This is an optimization exercise on Yosys and OpenROAD, whose aim is small area, a short achievable clock period and few clock cycles per item, not a production implementation.
At most, simulation tests tie the RTL to the original design; equivalence was not proved.

==> module div9_w11, before the edit <==
module div9_w11 (
    input  logic [10:0] s,
    output logic [7:0] q
);
    assign q = 8'(s / 4'd9);
endmodule
==> module div9_w11p, before the edit <==
module div9_w11p (
    input  logic [10:0] s,
    output logic [7:0] q
);
    wire [10:0] sum = {s[10] & s[9], s[10] ^ s[9], s[8:0]};
    assign q = 8'(sum / 4'd9);
endmodule
==> module div9_w12p, before the edit <==
module div9_w12p (
    input  logic [11:0] s,
    output logic [7:0] q
);
    wire [11:0] sum = {s[11] & s[10], s[11] ^ s[10], s[9:0]};
    assign q = 8'(sum / 4'd9);
endmodule
export LEC_CHECK = 0
export CAP_MARGIN = 20
export CORE_MARGIN = 2
export CORE_UTILIZATION = 55
export CTS_BUF_LIST = sky130_fd_sc_hd__clkbuf_4 sky130_fd_sc_hd__clkbuf_8
export SLEW_MARGIN = 20
create_clock -name core_clock -period 8.5 [get_ports {clk}]
standard.sh (not shown) runs the stock make flow with config.mk's settings and CLKGATE_MAP_FILE= SYNTH_SCRIPT=/design/flow/synth_recipe.tcl, a recipe that flattens the netlist after the stock synthesis.
==> flow/flow/run.sh <==
#!/bin/bash
# Layout flow: the standard ORFS flow (standard.sh), except that
#  - the combinational leaf modules listed in flow/premap.json are mapped to
#    cells first (premap.py) and handed to the standard synthesis as fixed
#    netlists; registers and all other logic go through standard synthesis;
#  - the port buffers are sky130_fd_sc_hd__buf_1 cells.
# Each tool's output goes to a log file in this folder.
set -uo pipefail
cd "$(dirname "$0")/.."
if ! python3 flow/premap.py > premap.log 2>&1; then
    echo "premap failed, using the design as is" >> premap.log
    cp design.v design_premapped.v
fi
bash standard.sh VERILOG_FILES=$PWD/design_premapped.v \
    BUFFER_PORTS_ARGS="-buffer_cell sky130_fd_sc_hd__buf_1" > standard.log 2>&1
Other scripts of this flow, unchanged in this note and not shown: flow/flow/premap.json, flow/flow/premap.py
The first run produced a clean layout.
Next try:
--- a/flow/design.v
+++ b/flow/design.v
@@ -1709,25 +1709,28 @@
 endmodule
 module div9_w11 (
     input  logic [10:0] s,
     output logic [7:0] q
 );
-    assign q = 8'(s / 4'd9);
+    wire [10:0] t = s[10] ? {2'b10, s[8:0]} : s;
+    assign q = 8'(t / 4'd9);
 endmodule
 module div9_w11p (
     input  logic [10:0] s,
     output logic [7:0] q
 );
     wire [10:0] sum = {s[10] & s[9], s[10] ^ s[9], s[8:0]};
-    assign q = 8'(sum / 4'd9);
+    wire [10:0] t = sum[10] ? {2'b10, sum[8:0]} : sum;
+    assign q = 8'(t / 4'd9);
 endmodule
 module div9_w12p (
     input  logic [11:0] s,
     output logic [7:0] q
 );
     wire [11:0] sum = {s[11] & s[10], s[11] ^ s[10], s[9:0]};
-    assign q = 8'(sum / 4'd9);
+    wire [11:0] t = sum[11] ? {4'b1000, sum[7:0]} : sum;
+    assign q = 8'(t / 4'd9);
 endmodule
 module fa (
     input  logic a, b, c,
     output logic s, co
 );
The changed run passed the timing, design-rule and antenna checks.
Count of clock-buffer cells in the layout falls by 5.
Cell count is about the same.
Setup slack loses 0.071 ns.
Sequential share of layout area went up by 0.18 points.
Design area drops slightly.
Via count is higher by a few percent.
First-iteration DRC count falls by a little under a tenth.
Routed wire length is higher by a few percent.
Maximum frequency drops slightly.
Hold slack gets better by 0.022 ns.
Testbench counts after the change, summed over its fixed seeds: cycles 2,056, items 2,048.
Only the layout flow was run in the first run of this note; the RTL was not checked for function there.

--- another note on this design; it stands on its own ---

Design axis_averaging_filter, start of the top module:
module axis_averaging_filter #(
    parameter R_I=5, C_I=5, W_I=8, R_K=3, C_K=3,
              DEPTH = $clog2(R_K*C_K),
              LATENCY = DEPTH + 1)(
    input                       clk, rstn,
    output                      s_axis_averaging_ready,
    input                       s_axis_averaging_valid,
    input  [R_I*C_I*W_I-1:0]    s_axis_averaging_data,
    input                       m_axis_averaging_ready,
    output                      m_axis_averaging_valid,
    output [R_I*C_I*W_I-1:0]    m_axis_averaging_data
);
clock: 8.5 ns
lec_check: 0
cap_margin: 20
core_margin: 2
core_utilization: 55
cts_buf_list: sky130_fd_sc_hd__clkbuf_8
cts_cluster_diameter: 60
cts_cluster_size: 15
setup_slack_margin: 1.6
slew_margin: 20
standard.sh (not shown) runs the stock make flow with config.mk's settings and CLKGATE_MAP_FILE= SYNTH_SCRIPT=/design/flow/synth_recipe.tcl, a recipe that flattens the netlist after the stock synthesis.
==> flow/flow/run.sh <==
#!/bin/bash
# Layout flow: the standard ORFS flow (standard.sh), except that
#  - the combinational leaf modules listed in flow/premap.json are mapped to
#    cells first (premap.py) and handed to the standard synthesis as fixed
#    netlists; registers and all other logic go through standard synthesis;
#  - the port buffers are sky130_fd_sc_hd__buf_1 cells.
# Each tool's output goes to a log file in this folder.
set -uo pipefail
cd "$(dirname "$0")/.."
if ! python3 flow/premap.py > premap.log 2>&1; then
    echo "premap failed, using the design as is" >> premap.log
    cp design.v design_premapped.v
fi
bash standard.sh VERILOG_FILES=$PWD/design_premapped.v \
    BUFFER_PORTS_ARGS="-buffer_cell sky130_fd_sc_hd__buf_1" > standard.log 2>&1
Other scripts of this flow, unchanged in this note and not shown: flow/flow/div9_w10.v, flow/flow/div9_w11.v, flow/flow/div9_w11p.v, flow/flow/div9_w12p.v, flow/flow/premap.json, flow/flow/premap.py
Testbench counts at the start, summed over its fixed seeds: cycles 2,056, items 2,048.
Next try:
Settings changed: SETUP_SLACK_MARGIN 1.6 to 1.8.
- area after synthesis does not change
- routed wire length goes up by 1.4%
- cell area goes up by 3.9%
- worst setup slack gets better by 220 ps
Next try:
Settings changed: CAP_MARGIN 20 to 5, SETUP_SLACK_MARGIN 1.8 to 1.7, SLEW_MARGIN 20 to 5.
Outcome: Die area does not change. Area after synthesis does not change. Count of clock-buffer cells in the layout is unchanged.
Next try:
Settings changed: CAP_MARGIN 5 to 20, CTS_CLUSTER_DIAMETER 60 to 65, CTS_CLUSTER_SIZE 15 to 17, SLEW_MARGIN 5 to 20.
Outcome:
- design area stays flat
- wire length hardly moves
- utilization hardly moves

==> static timing again, ports no longer ideal <==
In the flow no input, the clock included, has a driving cell. The finished layouts below were timed again as built, in two steps.
Step 1: set_driving_cell puts a clkbuf_16 on clk and a buf_2 on each other input, an assumption about the parent block.
Step 2 adds t to the input delays and takes it off the output delays; t is the mean of the earliest and latest rising clock arrival at the registers after step 1. Input paths then give back, and output paths get back, about the clock's delay inside the block.
Three values: no drivers, after step 1, after step 2; two values: the first two.
run	shift t [ns]	setup slack, ns	worst hold slack (ns)	worst register clock-pin slew, ns	cell pins on the clock port's net
the first run of note 1	0.700	1.109 / 1.140 / 0.441	0.541 / 0.541 / 0.541	0.07 / 0.07	1
the second run of note 1	0.695	1.037 / 1.011 / 0.372	0.563 / 0.563 / 0.563	0.07 / 0.07	1
the first run of note 2	0.714	1.670 / 1.706 / 0.992	0.556 / 0.556 / 0.556	0.10 / 0.10	1
the second run of note 2	0.685	1.885 / 1.849 / 1.227	0.548 / 0.548 / 0.548	0.11 / 0.11	1
the third run of note 2	0.682	1.791 / 1.820 / 1.137	0.552 / 0.552 / 0.552	0.11 / 0.11	1
the fourth run of note 2	0.662	1.827 / 1.833 / 1.192	0.552 / 0.552 / 0.552	0.11 / 0.11	1
After both steps every run listed still meets setup and hold. The setup slack of the first run of note 2, which loses most, moves by +0.036 ns with the drivers and by -0.678 ns with both steps.
